From an optimization exercise on the open Yosys and OpenROAD flow, aimed at small area; shortcuts taken in it are not production practice.
Only simulation tests tie the RTL to the original design; equivalence was not proved.
Power figures rest on the tool's default switching activity, not on a simulated workload.

==> design/flow/design.v <==
module display(
    input  logic [3:0] data,
    output logic a, b, c, d, e, f, g, dp
);
    wire cb = data[3], cd = data[2], cf = data[1], cx = data[0];
    assign b  = cb;
    assign d  = cd;
    assign f  = cf;
    assign a  = cd | !cx;
    assign c  = !(cd & !cf & cx);
    assign e  = cd & (cx | (cb & cf));
    assign g  = !((!cd & !cf) | (cb & cd & cf & cx));
    assign dp = 1'b0;
endmodule
module Display_Ctrl(
  input  logic clock,
  input  logic reset,
  input  logic [3:0] dig,    
  input  logic [3:0] pos,    
  output logic [7:0] a,
  output logic [7:0] b,
  output logic [7:0] c,
  output logic [7:0] d,
  output logic [7:0] e,
  output logic [7:0] f,
  output logic [7:0] g,
  output logic [7:0] dp
);
  logic [7:0][3:0] data;
  genvar k;
  generate
    for (k = 0; k < 8; k++) begin : disp
      display u (.data(data[k]), .a(a[k]), .b(b[k]), .c(c[k]), .d(d[k]), .e(e[k]), .f(f[k]), .g(g[k]), .dp(dp[k]));
    end
  endgenerate
  always_ff @(posedge clock) begin
    if (reset) begin
      for (int i = 0; i < 8; i++) data[i] <= 4'b1111;    
    end else if (!pos[3]) begin
      data[pos[2:0]] <= dig;
    end
  end
endmodule
module Calculadora(
    input  logic [3:0] cmd,
    input  logic       reset,
    input  logic       clock,
    output logic [3:0] dig,
    output logic [3:0] pos
);
    localparam logic [1:0] OP_ADD = 2'b10, OP_SUB = 2'b11, OP_MUL = 2'b00, OP_BAD = 2'b01;
    logic        err, busy, exib, set_op, flag, ovf, neg;
    logic [1:0]  op, cy;
    logic [3:0]  dcnt;
    logic [31:0] r1, r2, cnt, acc;
    logic [5:0]  acc_hi;
    function automatic logic [4:0] bcd_add(input logic [3:0] a, input logic [3:0] b, input logic c);
        logic [4:0] t;
        t = a + b + c;
        if (t >= 10) bcd_add = {1'b1, 4'(t - 10)};
        else         bcd_add = {1'b0, t[3:0]};
    endfunction
    function automatic logic [3:0] enc(input logic [3:0] v);
        case (v)
            4'd0: enc = 4'b1111;
            4'd1: enc = 4'b1001;
            4'd2: enc = 4'b1101;
            4'd3: enc = 4'b1100;
            4'd4: enc = 4'b1011;
            4'd5: enc = 4'b0110;
            4'd6: enc = 4'b0111;
            4'd7: enc = 4'b1000;
            4'd8: enc = 4'b1110;
            default: enc = 4'b1010;
        endcase
    endfunction
    wire rdy    = !err && !busy;
    wire act    = rdy && !exib;
    wire is_dig = !cmd[3] || (cmd[2:1] == 2'b00);
    wire is_opr = cmd[3] && (cmd[2] ^ cmd[1]);
    wire is_eq  = (cmd == 4'd14);
    wire is_bs  = (cmd == 4'd15);
    wire recov  = err && is_bs;
    wire clr    = reset || recov;
    wire disp   = rdy && exib && !dcnt[3];
    wire fin    = rdy && exib && dcnt[3];
    wire r1z = (r1 == 32'd0);
    wire cz  = (cnt == 32'd0);             
    wire eq_go   = act && is_eq;
    wire eq_show = eq_go && (op[1] || (op == OP_MUL && (r1z || cz)));
    wire eq_busy = eq_go && op == OP_MUL && !r1z && !cz;
    wire done    = busy && cz;
    wire [31:0] ed = set_op ? r2 : r1;
    wire big = (ed[31:28] != 4'd0);
    logic [31:0] r1_n, r2_n;
    always_comb begin
        r1_n = r1;
        r2_n = r2;
        if (clr) begin
            r1_n = 32'd0;
            r2_n = 32'd0;
        end else if (act && is_dig) begin
            if (set_op) r2_n = {r2[27:0], cmd};
            else        r1_n = {r1[27:0], cmd};
        end else if (act && is_bs) begin
            if (set_op) r2_n = {4'd0, r2[31:4]};
            else        r1_n = {4'd0, r1[31:4]};
        end else if (disp) begin
            r1_n = {r1[3:0], r1[31:4]};
            r2_n = {r2[3:0], r2[31:4]};
        end
    end
    logic [31:0] sum, sumw;
    logic [8:0]  c1, c2;
    logic [5:0]  hi_s;
    logic        wrap;
    localparam logic [31:0] T_LO = 32'h94967296;    
    localparam logic [31:0] T_NEG = 32'h05032704;   
    always_comb begin
        c1[0] = 1'b0;
        for (int i = 0; i < 8; i++)
            {c1[i+1], sum[4*i +: 4]} = bcd_add(acc[4*i +: 4], r1[4*i +: 4], c1[i]);
        hi_s = acc_hi + 6'(c1[8]);
        wrap = (hi_s > 6'd42) || (hi_s == 6'd42 && sum >= T_LO);
        c2[0] = 1'b0;
        for (int i = 0; i < 8; i++)
            {c2[i+1], sumw[4*i +: 4]} = bcd_add(sum[4*i +: 4], wrap ? T_NEG[4*i +: 4] : 4'd0, c2[i]);
    end
    logic [3:0] kd, bq, rd;
    logic [4:0] s5;
    always_comb begin
        case (dcnt[2:0])           
            3'd0: kd = 4'd6;
            3'd1: kd = 4'd9;
            3'd2: kd = 4'd2;
            3'd3: kd = 4'd7;
            3'd4: kd = 4'd6;
            3'd5: kd = 4'd9;
            3'd6: kd = 4'd4;
            default: kd = 4'd9;
        endcase
        if (!(op[0] && neg)) kd = 4'd0;
        bq = op[0] ? 4'd9 - r2[3:0] : r2[3:0];
        s5 = r1[3:0] + bq + kd + cy;
        if (op == OP_MUL) rd = acc[3:0];
        else if (s5 >= 20) rd = 4'(s5 - 20);
        else if (s5 >= 10) rd = 4'(s5 - 10);
        else rd = s5[3:0];
    end
    always_ff @(posedge clock) begin
        r1 <= r1_n;
        r2 <= r2_n;
        cnt <= (busy && !reset) ? cnt_dec(cnt) : r2_n;
        if (reset || err) begin
            acc <= 32'd0;
            acc_hi <= 6'd0;
        end else if (busy && !cz) begin
            acc <= sumw;
            acc_hi <= wrap ? 6'd0 : hi_s;
        end else if (disp) begin
            acc <= {4'd0, acc[31:4]};
        end
        if (reset) begin
            err <= 1'b0; busy <= 1'b0; exib <= 1'b0; set_op <= 1'b0; flag <= 1'b0;
            ovf <= 1'b0; op <= OP_ADD; dig <= enc(4'd0); pos <= 4'd0;
        end else begin
            ovf <= act && is_dig && big;
            if (recov) begin
                err <= 1'b0; exib <= 1'b0; set_op <= 1'b0; op <= OP_BAD;
                dig <= enc(4'd0); pos <= 4'd0;
            end else if (done) begin
                busy <= 1'b0;
                if (acc_hi != 6'd0) err <= 1'b1;
                else begin
                    exib <= 1'b1; dcnt <= 4'd0;
                end
            end else if (disp) begin
                dig <= enc(rd);
                pos <= {1'b0, dcnt[2:0]};
                dcnt <= dcnt + 4'd1;
                if (s5 >= 20) cy <= 2'd2;
                else if (s5 >= 10) cy <= 2'd1;
                else cy <= 2'd0;
            end else if (fin) begin
                exib <= 1'b0;
            end else if (act) begin
                if (is_dig) begin
                    dig <= enc(cmd);
                    if (flag) pos <= pos + 4'd1;
                    flag <= 1'b1;
                end else if (is_opr) begin
                    op <= cmd[1:0];
                    set_op <= 1'b1;
                end else if (is_bs) begin
                    pos <= pos - 4'd1;
                end
                if (eq_show) begin
                    exib <= 1'b1; dcnt <= 4'd0;
                    cy <= {1'b0, op[0]};
                    neg <= (r1 < r2);
                end
                if (eq_busy) busy <= 1'b1;
                if (eq_go && op == OP_BAD) err <= 1'b1;
            end
            if (rdy && ovf) begin
                err <= 1'b1;
                busy <= 1'b0;
            end
        end
    end
    function automatic logic [31:0] cnt_dec(input logic [31:0] v);
        logic b;
        b = 1'b1;
        for (int i = 0; i < 8; i++) begin
            if (b) begin
                if (v[4*i +: 4] == 4'd0) cnt_dec[4*i +: 4] = 4'd9;
                else begin
                    cnt_dec[4*i +: 4] = v[4*i +: 4] - 4'd1;
                    b = 1'b0;
                end
            end else cnt_dec[4*i +: 4] = v[4*i +: 4];
        end
    endfunction
endmodule
module Calculadora_Top(
    input logic [3:0] cmd,
    input logic reset, clock,
    output logic [7:0] d0, d1, d2, d3, d4, d5, d6, d7
);
    logic [3:0] dig, pos;
    logic [7:0] a, b, c, d, e, f, g, dp;
    Calculadora calculo (.clock(clock), .reset(reset), .cmd(cmd), .dig(dig), .pos(pos));
    Display_Ctrl controlador (.clock(clock), .reset(reset), .dig(dig), .pos(pos),
        .a(a), .b(b), .c(c), .d(d), .e(e), .f(f), .g(g), .dp(dp));
    assign d0 = {a[0], b[0], c[0], d[0], e[0], f[0], g[0], dp[0]};
    assign d1 = {a[1], b[1], c[1], d[1], e[1], f[1], g[1], dp[1]};
    assign d2 = {a[2], b[2], c[2], d[2], e[2], f[2], g[2], dp[2]};
    assign d3 = {a[3], b[3], c[3], d[3], e[3], f[3], g[3], dp[3]};
    assign d4 = {a[4], b[4], c[4], d[4], e[4], f[4], g[4], dp[4]};
    assign d5 = {a[5], b[5], c[5], d[5], e[5], f[5], g[5], dp[5]};
    assign d6 = {a[6], b[6], c[6], d[6], e[6], f[6], g[6], dp[6]};
    assign d7 = {a[7], b[7], c[7], d[7], e[7], f[7], g[7], dp[7]};
endmodule
==> design/flow/run.sh <==
#!/bin/bash
# synth_recipe.tcl (not shown) runs the flow's synth.tcl, then flattens the netlist and writes it again
# the make line also repeats each setting of config.mk as NAME=value (left out here)
make -C /OpenROAD-flow-scripts/flow DESIGN_CONFIG=/design/flow/config.mk WORK_HOME=/design/flow/orfs CLKGATE_MAP_FILE= SYNTH_SCRIPT=/design/flow/synth_recipe.tcl finish
==> design/flow/config.mk <==
export PLATFORM = sky130hd
export DESIGN_NAME = Calculadora_Top
export DESIGN_NICKNAME = Calculadora_Top
export VERILOG_FILES = /design/flow/design.v
export SDC_FILE = /design/flow/constraint.sdc
export NUM_CORES = 4
export LEC_CHECK = 0
export CAP_MARGIN = 20
export CORE_MARGIN = 2
export CORE_UTILIZATION = 40
export SLEW_MARGIN = 20
==> design/flow/constraint.sdc <==
create_clock -name core_clock -period 15.0 [get_ports {clock}]
set_input_delay 3.0000 -clock core_clock [delete_from_list [all_inputs] [get_ports {clock}]]
set_output_delay 3.0000 -clock core_clock [all_outputs]
set_load 0.01 [all_outputs]
==> notes.md <==
==> where the power goes <==
group / internal, uW / switching (uW)
Sequential: 566 / 62.4
Combinational: 570 / 590
Clock: 237 / 230
==> registers in the layout, summed over array words and instances, names as in the netlist, 2 cells and up <==
register	cells
calculo.r2	32
calculo.cy	2
calculo.dig	4
calculo.acc	32
calculo.cnt	32
calculo.pos	4
calculo.r1	32
controlador.data	32
calculo.op	2
calculo.dcnt	4
calculo.acc_hi	6
==> metrics by stage <==
step                setup TNS [ns]  hold slack (ns)
finish                     -164.71            0.489
global route               -197.83            0.522
CTS                        -158.18            0.484
detailed placement         -161.17            0.475
global placement           -143.89            0.450
floorplan                  -167.56            0.441
==> area by class of cell <==
class	instances	share of cell area, %
Multi-Input combinational cell	1387	55.0
Sequential cell	189	21.8
Timing Repair Buffer	335	14.3
Tap cell	468	3.08
Inverter	141	2.81
Clock buffer	19	2.29
Clock inverter	13	0.791
==> metal layers <==
layer	wire length, microns	part of all wire, %	vias to the layer above	track usage [%]
met2	20900	49	264	37.7
li1	-	-	6982	-
met3	1400	3.3	36	2.41
met5	0	0	-	0
met1	19900	47	6679	28.7
met4	549	1.3	0	4.88
==> cell families after synthesis <==
kind of cell	share of synthesized area [%]
AO/OA/AOI/OAI	21.9
XOR/XNOR	2.95
adder cells (fa/ha/maj)	14.2
buffers and inverters	9.06
flip-flops	27.9
multiplexers	2.83
other	0.0253
AND/OR/NAND/NOR	21.2
==> critical path, delay by kind of cell, from the launching register on <==
family / cells / cell delay [ns]
mux: 1 / 0.17
flops: 1 / 0.36
simple gates: 16 / 2.00
compound gates: 32 / 4.58
buf+inv: 23 / 1.41
xor+xnor: 12 / 2.31
fa+ha+maj: 47 / 13.15
==> final timing paths <==
kind                                              startpoint                            to  slack (ns)
worst min register to register  calculo.acc[24]$_SDFFE_PP0P_  calculo.acc[24]$_SDFFE_PP0P_        0.49
worst max register to register    calculo.r1[0]$_SDFFE_PN0P_  calculo.acc[29]$_SDFFE_PP0P_       -9.14
worst max-delay path              calculo.r1[0]$_SDFFE_PN0P_  calculo.acc[29]$_SDFFE_PP0P_       -9.14
worst min-delay path            calculo.acc[24]$_SDFFE_PP0P_  calculo.acc[24]$_SDFFE_PP0P_        0.49
==> layout by cell type, fill, tap and decap left out, types with 35 or more instances in the layout <==
master	n
nand3_1	43
nor2_1	203
buf_4	263
edfxtp_1	35
nand2_1	163
inv_1	117
a211oi_1	38
a21oi_1	113
ha_1	93
nor3_1	57
clkdlybuf4s50_1	61
o21ai_0	88
dfxtp_1	153
==> timing repair <==
action                                  4_1_cts  5_1_grt
resized for setup                             4       85
endpoints found under the setup margin       31       37
endpoints found under the hold margin         0        0
pin swaps                                     7       99
buffers inserted                              2       32
gates cloned                                  0        0
==> reports/results.txt <==
outcome: failed layout checks
SO Faults: negative setup slack
RSZ-0062 raised after global routing: true
gr usage total: 21.6%
CTS H-tree lvls: 4
number of global-route vias before repair: 13,200
leading area contributor after synthesis: dfxtp_1
largest net degree at the start of global routing: 65
fin cells: 2,552
CP most frequent cell: ha_4
HPWL Detailed: 31,500 microns
synth cell count leaders: nor2_1 (211), nand2_1 (165), dfxtp_1 (154)
Worst Max-Slew Pin Slew: 1.04 ns
post-route cell area: 19,000 sq um
routed via count: 14,000
Util after Layout: 52.0%
Post-Syn Area: 14,800 sq um
Total Power: 2260 uW
EDFF count, synth: 35
starting density of the core: 40.6%
TritonCTS clock tree: built
Hold WC Path Type: reg -> reg
share of cells above drive strength 1: 23.9%
final setup vio count: 31
ys flop type: dfxtp_1
multi-input logic area: 10,400 sq um
post-synthesis sequential area ratio: 27.9%
Slew HR: 30.7%
Tmin final: 24.14 ns
Longest Clk Path Bufs: 2
Worst Setup Start Kind: register
Hold Vio Cnt, Final: 0
FF+latch count, synth: 189
GPL Wtd Cong: 0.888
GRT overflow: 0
vias per cell: 5.47
total die area: 38,600 sq um
drt wl/cell: 16.7 microns
Die W: 197 microns
critical path class: reg -> reg
global-route wire length before repair: 67,700 microns
cell with the most instances after synthesis: nor2_1
clock slew at reported path FFs: 0.08 ns
PortBufs: 61
1st-pass router iterations: 5
number of diodes: 0
Synth warnings: 2
top post-synthesis cells by area: dfxtp_1 (21%), ha_1 (10%), edfxtp_1 (7.1%)
critical path capture point type: register
Final #Nets: 2,228
slowest stage delay, CP: 0.61 ns
clock insertion delay at the later pin of the skew report: 0.45 ns
top cell type's share of synthesized area: 20.8%
Worst EP required: 15.37 ns
Routed WL: 42,700 microns
Layout area overhead: 28.0%
depth of the most critical reg-to-reg path: 131
Achievable Freq: 41.4 MHz
Leak Pwr: 0.00781 uW
Crit-path slowest cell: fa_2
Core Region: 36,500 sq um
Final Max Slew Viols: 0
register area: 4140 sq um
Place WS: -9.18 ns
Distinct cells, synth: 82
cts bufs inserted: 17
clock root buffer: clkbuf_16
post-route ant nets: 0
1st-iter DRT viols: 1,022
Die Span Y: 197 microns
initial antenna violation count: 0
WHS Path Cells: 2
post-place instance area: 17,700 sq um
Crit Path Max Fanout: 4
placed instance count: 2,486
Final WS setup: -9.14 ns
power per cell area: 119 nW/um^2
Critical Path AT: 24.51 ns
row count: 70
# clock sinks: 189
MaxCap Viol Count: 0
Hold-fix buffers, CTS: 0
I/O pins: 70
Synth Instances: 1,855
Synth Area per Inst: 7.99 sq um
peak supply drop: 0.0929 mV
period utilization: 161%
worst clock skew: 0.0187 ns
Post-route DRC: 0
FFs w/ async S/R, synth: 0%
filler instances: 3,423

==> static timing again, ports no longer ideal <==
The results above use ideal ports. As a check the final layout listed here was re-extracted and re-timed, cells and wires unchanged. Step 1 assumes that a clkbuf_16 drives the clock port and a buf_2 every other input. Step 2 adds t to the input delays and takes it off the output delays; t is the mean of the earliest and latest rising clock arrival at the registers after step 1. Input paths then give back, and output paths get back, about the clock's delay inside the block. a / b / c = ideal ports / drivers / drivers and shift; a / b = the first two.
t, ns: 0.495
setup slack, ns: -9.141 / -9.141 / -9.141
worst setup path after step 2: register to register
worst register clock-pin slew, ns: 0.08 / 0.08
worst slew at a driven data input, ns: 0.04
For this run, drivers alone change the setup slack by 0.000 ns; drivers and shift together by 0.000 ns.
